Background: an optimization exercise with open tools, aiming at small area, a short achievable clock period and few clock cycles. Do not read the settings as production practice.
No activity file was given, so power comes from the tool's default toggle rates.

==> run a <==
Design nmcu, start of the top module:
module nmcu #(
    parameter ADDR_WIDTH = 16,
    parameter DATABUS_WIDTH = 32,
    parameter MAX_DESCS = 4,
    parameter MAX_INPUT_DIM=4,
    parameter MAX_KERNEL_DIM=3
) (
    input wire clk,
    input wire rst,
    input wire start,
    output reg done,
    input wire [ADDR_WIDTH-1:0] nmcu_desc,
    input wire [ADDR_WIDTH-1:0] input_addr,
    input wire [ADDR_WIDTH-1:0] output_addr,
    input wire [$clog2(MAX_INPUT_DIM):0] full_input_width,
    input wire [$clog2(MAX_INPUT_DIM):0] full_input_height,
    input wire [$clog2(MAX_INPUT_DIM):0] full_output_width,
    input wire [$clog2(MAX_INPUT_DIM):0] full_output_height,
    output reg mem_w,
    output reg mem_sel,
    output wire [ADDR_WIDTH-1:0] address_bus,
    input wire [DATABUS_WIDTH-1:0] data_bus_in,
    output wire [DATABUS_WIDTH-1:0] data_bus_out,
    input wire ready
);
    localparam [2:0] S_IDLE  = 3'd0,
                     S_DESC  = 3'd1,    
                     S_KLOAD = 3'd2,    
                     S_CONV  = 3'd3,    
                     S_LOAD  = 3'd4,    
                     S_MAXP  = 3'd5,    
                     S_WB    = 3'd6,    
                     S_FIN   = 3'd7;
    localparam [1:0] T_NOP = 2'd0, T_CONV = 2'd1, T_MAXP = 2'd2, T_RELU = 2'd3;
    (* fsm_encoding = "none" *) reg [2:0] st;
    reg        l0;         
    reg        pend;       
    reg        got;        
    reg  [1:0] typ;        
    reg  [2:0] hh, ww;     
    reg  [1:0] kk;         
    reg  [2:0] fiw;        
    reg  [1:0] r, c, i, j;
    reg  [15:0] address, ptr;
    reg  [31:0] xin;       
    reg  [31:0] bd;        
    reg  [31:0] s, cy;     
    (* mem2reg *) reg [31:0] buf_q [0:15];
    reg        step0;      
    reg        gate;       
    reg  [3:1] ph;         
    reg        mlast;      
    reg  [3:0] opos;       
    reg        ma_v, ma_first, ma_last;
    reg  [3:0] ma_pos;
  ...
==> flow/config.mk <==
export PLATFORM = sky130hd
export DESIGN_NAME = nmcu
export DESIGN_NICKNAME = nmcu
export VERILOG_FILES = /design/flow/design.v
export SDC_FILE = /design/flow/constraint.sdc
export NUM_CORES = 8
export LEC_CHECK = 0
export ABC_CLOCK_PERIOD_IN_PS = 3500
export CAP_MARGIN = 20
export CORE_MARGIN = 2
export CORE_UTILIZATION = 55
export CTS_BUF_LIST = sky130_fd_sc_hd__clkbuf_8
export CTS_CLUSTER_DIAMETER = 60
export CTS_CLUSTER_SIZE = 14
export PLACE_DENSITY = 0.65
export SLEW_MARGIN = 20
==> flow/constraint.sdc <==
create_clock -name core_clock -period 16.0 [get_ports {clk}]
set_input_delay 3.2000 -clock core_clock [delete_from_list [all_inputs] [get_ports {clk}]]
set_output_delay 3.2000 -clock core_clock [all_outputs]
set_load 0.01 [all_outputs]
run.sh (not shown) runs the stock make flow with config.mk's settings and CLKGATE_MAP_FILE= SYNTH_SCRIPT=/design/flow/synth_recipe.tcl, a recipe that flattens the netlist after the stock synthesis.
==> run b (differences from run a) <==
--- a/flow/design.v
+++ b/flow/design.v
@@ -107,35 +107,28 @@
     reg        step0;      
     reg        gate;       
     reg  [3:1] ph;         
     reg        mlast;      
     reg  [3:0] opos;       
-    reg        ma_v, ma_first, ma_last;
-    reg  [3:0] ma_pos;
     reg        mx_v, mx_first, mx_last;
     reg  [3:0] mx_pos;
-    reg        mgo;        
-    reg        mend;       
     reg        we_q;       
     reg  [3:0] wa_q;
     reg  [5:0] delta_q;
     assign address_bus  = address;
     assign data_bus_out = bd;
     wire xfer = mem_sel && ready;
+    wire [1:0] kb = (st == S_CONV || st == S_KLOAD) ? kk - 2'd1 :
+                    (st == S_MAXP) ? 2'd1 : 2'd0;
     wire [2:0] hk = hh - {1'b0, kk};
     wire [2:0] wk = ww - {1'b0, kk};
-    reg  [1:0] kb, rb, cb;
-    always @(posedge clk) begin
-        kb <= (st == S_CONV || st == S_KLOAD) ? kk - 2'd1 :
-              (st == S_MAXP) ? 2'd1 : 2'd0;
-        rb <= (st == S_CONV)  ? hk[1:0] :
-              (st == S_KLOAD) ? 2'd0 :
-              (st == S_MAXP)  ? hh[2:1] - 2'd1 : hh[1:0] - 2'd1;
-        cb <= (st == S_CONV)  ? wk[1:0] :
-              (st == S_KLOAD) ? 2'd0 :
-              (st == S_MAXP)  ? ww[2:1] - 2'd1 : ww[1:0] - 2'd1;
-    end
+    wire [1:0] rb = (st == S_CONV)  ? hk[1:0] :
+                    (st == S_KLOAD) ? 2'd0 :
+                    (st == S_MAXP)  ? hh[2:1] - 2'd1 : hh[1:0] - 2'd1;
+    wire [1:0] cb = (st == S_CONV)  ? wk[1:0] :
+                    (st == S_KLOAD) ? 2'd0 :
+                    (st == S_MAXP)  ? ww[2:1] - 2'd1 : ww[1:0] - 2'd1;
     wire j_end = (j == kb);
     wire i_end = (i == kb);
     wire c_end = (c == cb);
     wire r_end = (r == rb);
     wire iter_end = j_end && i_end && c_end && r_end;
@@ -154,14 +147,11 @@
     wire [15:0] addr_step = address + {{10{delta_q[5]}}, delta_q};
     wire [3:0] kpos = 4'd0 - k2 + i * kk + j;
     wire [1:0] rrow = ((st == S_MAXP) ? {r[0], 1'b0} : r) + i;
     wire [1:0] rcol = ((st == S_MAXP) ? {c[0], 1'b0} : c) + j;
     wire [3:0] rpos = (st == S_CONV && l0) ? kpos : {rrow, rcol};
-    reg  [3:0] rpos_q;
-    always @(posedge clk)
-        rpos_q <= rpos;
-    wire [31:0] rd_raw = buf_q[rpos_q];
+    wire [31:0] rd_raw = buf_q[rpos];
     wire [31:0] rd;
     relu #(.DATA_WIDTH(32)) u_relu (.en(pend), .in(rd_raw), .out(rd));
     wire stepping = step0 || (|ph);
     wire [31:0] s_o, c_o;
     conv_for_nmcu u_mac (
@@ -200,29 +190,32 @@
         ph    <= {ph[2:1], step0};
         if (step0) begin
             mlast <= i_end && j_end;
             opos  <= {r, c};
         end
-        ma_v     <= st == S_MAXP && mgo;
-        mend     <= st == S_MAXP && mgo && iter_end;
-        ma_first <= (i == 2'd0) && (j == 2'd0);
-        ma_last  <= i_end && j_end;
-        ma_pos   <= {r, c};
-        mx_v     <= ma_v;
-        mx_first <= ma_first;
-        mx_last  <= ma_last;
-        mx_pos   <= ma_pos;
-        we_q <= (xfer && (st == S_KLOAD || st == S_LOAD)) ||
-                (ph[3] && mlast) || (mx_v && mx_last);
-        wa_q <= (st == S_KLOAD) ? kpos :
-                (st == S_LOAD)  ? {r, c} :
-                ph[3] ? opos : mx_pos;
+        mx_v     <= st == S_MAXP;
+        mx_first <= (i == 2'd0) && (j == 2'd0);
+        mx_last  <= i_end && j_end;
+        mx_pos   <= {r, c};
+        we_q <= 1'b0;
+        if (xfer && st == S_KLOAD) begin
+            we_q <= 1'b1;
+            wa_q <= kpos;
+        end else if (xfer && st == S_LOAD) begin
+            we_q <= 1'b1;
+            wa_q <= {r, c};
+        end else if (ph[3] && mlast) begin
+            we_q <= 1'b1;
+            wa_q <= opos;
+        end else if (mx_v && mx_last) begin
+            we_q <= 1'b1;
+            wa_q <= mx_pos;
+        end
         case (st)
             S_IDLE: begin
                 address <= nmcu_desc;
                 fiw <= full_input_width;
-                mgo <= 1'b0;
             end
             S_DESC: begin
                 if (got) begin
                     typ <= xin[1:0];
                     ww <= xin[4:2];
@@ -266,21 +259,16 @@
                     address <= !iter_end ? addr_step :
                                (typ == T_NOP) ? output_addr : ptr;
                 end
             end
             S_MAXP: begin
-                mgo <= 1'b1;
-                if (mgo) begin
-                    r <= nr;
-                    c <= nc;
-                    i <= ni;
-                    j <= nj;
-                    if (iter_end) begin
-                        address <= ptr;
-                        mgo <= 1'b0;
-                    end
-                end
+                r <= nr;
+                c <= nc;
+                i <= ni;
+                j <= nj;
+                if (iter_end)
+                    address <= ptr;
             end
             S_WB: begin
                 if (got) begin
                     r <= nr;
                     c <= nc;
@@ -297,12 +285,10 @@
             mem_sel <= 1'b0;
             mem_w <= 1'b0;
             l0 <= 1'b1;
             pend <= 1'b0;
         end else begin
-            if (mend)
-                pend <= 1'b0;    
             if (xfer)
                 mem_sel <= 1'b0;
             if (st == S_WB && xfer && iter_end)
                 done <= 1'b1;
             case (st)
@@ -369,12 +355,13 @@
                             mem_sel <= 1'b1;
                         end
                     end
                 end
                 S_MAXP: begin
-                    if (mgo && iter_end) begin
+                    if (iter_end) begin
                         l0 <= 1'b0;
+                        pend <= 1'b0;
                         mem_sel <= 1'b1;
                         st <= S_DESC;
                     end
                 end
                 S_WB: begin
Settings changed: CORE_UTILIZATION 55 to 25, CTS_BUF_LIST sky130_fd_sc_hd__clkbuf_8 to not set, CTS_CLUSTER_DIAMETER 60 to not set, CTS_CLUSTER_SIZE 14 to not set, PLACE_DENSITY 0.65 to 0.3.
==> run c (differences from run a) <==
--- a/flow/design.v
+++ b/flow/design.v
@@ -107,35 +107,28 @@
     reg        step0;      
     reg        gate;       
     reg  [3:1] ph;         
     reg        mlast;      
     reg  [3:0] opos;       
-    reg        ma_v, ma_first, ma_last;
-    reg  [3:0] ma_pos;
     reg        mx_v, mx_first, mx_last;
     reg  [3:0] mx_pos;
-    reg        mgo;        
-    reg        mend;       
     reg        we_q;       
     reg  [3:0] wa_q;
     reg  [5:0] delta_q;
     assign address_bus  = address;
     assign data_bus_out = bd;
     wire xfer = mem_sel && ready;
+    wire [1:0] kb = (st == S_CONV || st == S_KLOAD) ? kk - 2'd1 :
+                    (st == S_MAXP) ? 2'd1 : 2'd0;
     wire [2:0] hk = hh - {1'b0, kk};
     wire [2:0] wk = ww - {1'b0, kk};
-    reg  [1:0] kb, rb, cb;
-    always @(posedge clk) begin
-        kb <= (st == S_CONV || st == S_KLOAD) ? kk - 2'd1 :
-              (st == S_MAXP) ? 2'd1 : 2'd0;
-        rb <= (st == S_CONV)  ? hk[1:0] :
-              (st == S_KLOAD) ? 2'd0 :
-              (st == S_MAXP)  ? hh[2:1] - 2'd1 : hh[1:0] - 2'd1;
-        cb <= (st == S_CONV)  ? wk[1:0] :
-              (st == S_KLOAD) ? 2'd0 :
-              (st == S_MAXP)  ? ww[2:1] - 2'd1 : ww[1:0] - 2'd1;
-    end
+    wire [1:0] rb = (st == S_CONV)  ? hk[1:0] :
+                    (st == S_KLOAD) ? 2'd0 :
+                    (st == S_MAXP)  ? hh[2:1] - 2'd1 : hh[1:0] - 2'd1;
+    wire [1:0] cb = (st == S_CONV)  ? wk[1:0] :
+                    (st == S_KLOAD) ? 2'd0 :
+                    (st == S_MAXP)  ? ww[2:1] - 2'd1 : ww[1:0] - 2'd1;
     wire j_end = (j == kb);
     wire i_end = (i == kb);
     wire c_end = (c == cb);
     wire r_end = (r == rb);
     wire iter_end = j_end && i_end && c_end && r_end;
@@ -154,14 +147,11 @@
     wire [15:0] addr_step = address + {{10{delta_q[5]}}, delta_q};
     wire [3:0] kpos = 4'd0 - k2 + i * kk + j;
     wire [1:0] rrow = ((st == S_MAXP) ? {r[0], 1'b0} : r) + i;
     wire [1:0] rcol = ((st == S_MAXP) ? {c[0], 1'b0} : c) + j;
     wire [3:0] rpos = (st == S_CONV && l0) ? kpos : {rrow, rcol};
-    reg  [3:0] rpos_q;
-    always @(posedge clk)
-        rpos_q <= rpos;
-    wire [31:0] rd_raw = buf_q[rpos_q];
+    wire [31:0] rd_raw = buf_q[rpos];
     wire [31:0] rd;
     relu #(.DATA_WIDTH(32)) u_relu (.en(pend), .in(rd_raw), .out(rd));
     wire stepping = step0 || (|ph);
     wire [31:0] s_o, c_o;
     conv_for_nmcu u_mac (
@@ -200,29 +190,32 @@
         ph    <= {ph[2:1], step0};
         if (step0) begin
             mlast <= i_end && j_end;
             opos  <= {r, c};
         end
-        ma_v     <= st == S_MAXP && mgo;
-        mend     <= st == S_MAXP && mgo && iter_end;
-        ma_first <= (i == 2'd0) && (j == 2'd0);
-        ma_last  <= i_end && j_end;
-        ma_pos   <= {r, c};
-        mx_v     <= ma_v;
-        mx_first <= ma_first;
-        mx_last  <= ma_last;
-        mx_pos   <= ma_pos;
-        we_q <= (xfer && (st == S_KLOAD || st == S_LOAD)) ||
-                (ph[3] && mlast) || (mx_v && mx_last);
-        wa_q <= (st == S_KLOAD) ? kpos :
-                (st == S_LOAD)  ? {r, c} :
-                ph[3] ? opos : mx_pos;
+        mx_v     <= st == S_MAXP;
+        mx_first <= (i == 2'd0) && (j == 2'd0);
+        mx_last  <= i_end && j_end;
+        mx_pos   <= {r, c};
+        we_q <= 1'b0;
+        if (xfer && st == S_KLOAD) begin
+            we_q <= 1'b1;
+            wa_q <= kpos;
+        end else if (xfer && st == S_LOAD) begin
+            we_q <= 1'b1;
+            wa_q <= {r, c};
+        end else if (ph[3] && mlast) begin
+            we_q <= 1'b1;
+            wa_q <= opos;
+        end else if (mx_v && mx_last) begin
+            we_q <= 1'b1;
+            wa_q <= mx_pos;
+        end
         case (st)
             S_IDLE: begin
                 address <= nmcu_desc;
                 fiw <= full_input_width;
-                mgo <= 1'b0;
             end
             S_DESC: begin
                 if (got) begin
                     typ <= xin[1:0];
                     ww <= xin[4:2];
@@ -266,21 +259,16 @@
                     address <= !iter_end ? addr_step :
                                (typ == T_NOP) ? output_addr : ptr;
                 end
             end
             S_MAXP: begin
-                mgo <= 1'b1;
-                if (mgo) begin
-                    r <= nr;
-                    c <= nc;
-                    i <= ni;
-                    j <= nj;
-                    if (iter_end) begin
-                        address <= ptr;
-                        mgo <= 1'b0;
-                    end
-                end
+                r <= nr;
+                c <= nc;
+                i <= ni;
+                j <= nj;
+                if (iter_end)
+                    address <= ptr;
             end
             S_WB: begin
                 if (got) begin
                     r <= nr;
                     c <= nc;
@@ -297,12 +285,10 @@
             mem_sel <= 1'b0;
             mem_w <= 1'b0;
             l0 <= 1'b1;
             pend <= 1'b0;
         end else begin
-            if (mend)
-                pend <= 1'b0;    
             if (xfer)
                 mem_sel <= 1'b0;
             if (st == S_WB && xfer && iter_end)
                 done <= 1'b1;
             case (st)
@@ -369,12 +355,13 @@
                             mem_sel <= 1'b1;
                         end
                     end
                 end
                 S_MAXP: begin
-                    if (mgo && iter_end) begin
+                    if (iter_end) begin
                         l0 <= 1'b0;
+                        pend <= 1'b0;
                         mem_sel <= 1'b1;
                         st <= S_DESC;
                     end
                 end
                 S_WB: begin
Settings changed: CTS_CLUSTER_DIAMETER 60 to not set, CTS_CLUSTER_SIZE 14 to not set.
==> run summary <==
item                                                                                   run c                      run b                             run a
Result of the run                                           no timing/DRC/antenna violations  no timing/DRC/antenna violations  no timing/DRC/antenna violations
Layout buffering overhead excluding clock cells                                       0.0449                     0.0463                            0.0460
Count of unique library cells instantiated by Yosys                                       92                         92                                87
Cell Int Power                                                                       5.59 mW                    6.07 mW                           5.85 mW
Non-clock inverter instance count of the final layout                                    250                        250                               198
Power in sequential cells                                                            2.92 mW                    2.93 mW                           3.23 mW
Metal1 wirelength                                                                   51100 um                   77400 um                          49600 um
Total GRT Usage                                                                        0.346                      0.203                             0.337
Cell type of the slowest stage on the worst timing path             sky130_fd_sc_hd__a21oi_4  sky130_fd_sc_hd__edfxtp_1  sky130_fd_sc_hd__clkdlybuf4s50_1
Die Y-Extent                                                                          272 um                     401 um                            272 um
Number of antenna violations at the first check in global routing                          2                         13                                 8
Source-to-sink clock delay at the later pin of the worst-skew pair                   0.78 ns                    0.72 ns                           0.73 ns
Buffering stage count on the worst path with inverters included                            5                          6                                 2
Clk sinks                                                                                725                        725                               744
Startpoint of the lowest-slack register-to-register path                     kk[0]$_DFFE_PP_            kk[0]$_DFFE_PP_                 st[2]$_DFFE_PP0P_
Post-Route Hold Slack                                                               0.378 ns                   0.374 ns                          0.310 ns
Type of the worst setup path                                                      reg -> reg                 reg -> reg                        reg -> out
Number of rows in the core area                                                           98                        145                                98
X dimension of the die                                                                272 um                     401 um                            272 um
Detailed-placement wirelength estimate                                              81900 um                  105000 um                          80000 um
Xor and xnor area share after synthesis                                               0.0161                     0.0161                            0.0152
Total of fill cells in the finished design                                              5583                      15960                              5669
Clk_skew                                                                           0.0786 ns                  0.0544 ns                         0.0511 ns
No functional check of the RTL was part of any run of this note.

afterwards: timing with drivers on the ports:
How much do the figures lean on ideal ports? The routed layouts below were timed once more, with nothing changed but the port constraints. Step 1 assumes that a clkbuf_16 drives the clock port and a buf_2 every other input. Step 2 adds t to the input delays and takes it off the output delays; t is the mean of the earliest and latest rising clock arrival at the registers after step 1. Input paths then give back, and output paths get back, about the clock's delay inside the block. Slacks: no drivers / after step 1 / after step 2; pairs: no drivers / after step 1.
| run | shift t [ns] | slack for setup (ns) | worst register clock-pin slew, ns | cell pins on the clock port's net |
|---|---|---|---|---|
| run a | 0.774 | 10.693 / 10.625 / 10.889 | 0.10 / 0.10 | 1 |
| run b | 0.772 | 10.064 / 10.064 / 10.064 | 0.07 / 0.07 | 1 |
| run c | 0.811 | 9.942 / 9.942 / 9.942 | 0.07 / 0.07 | 1 |
After both steps every run listed still meets setup and hold.
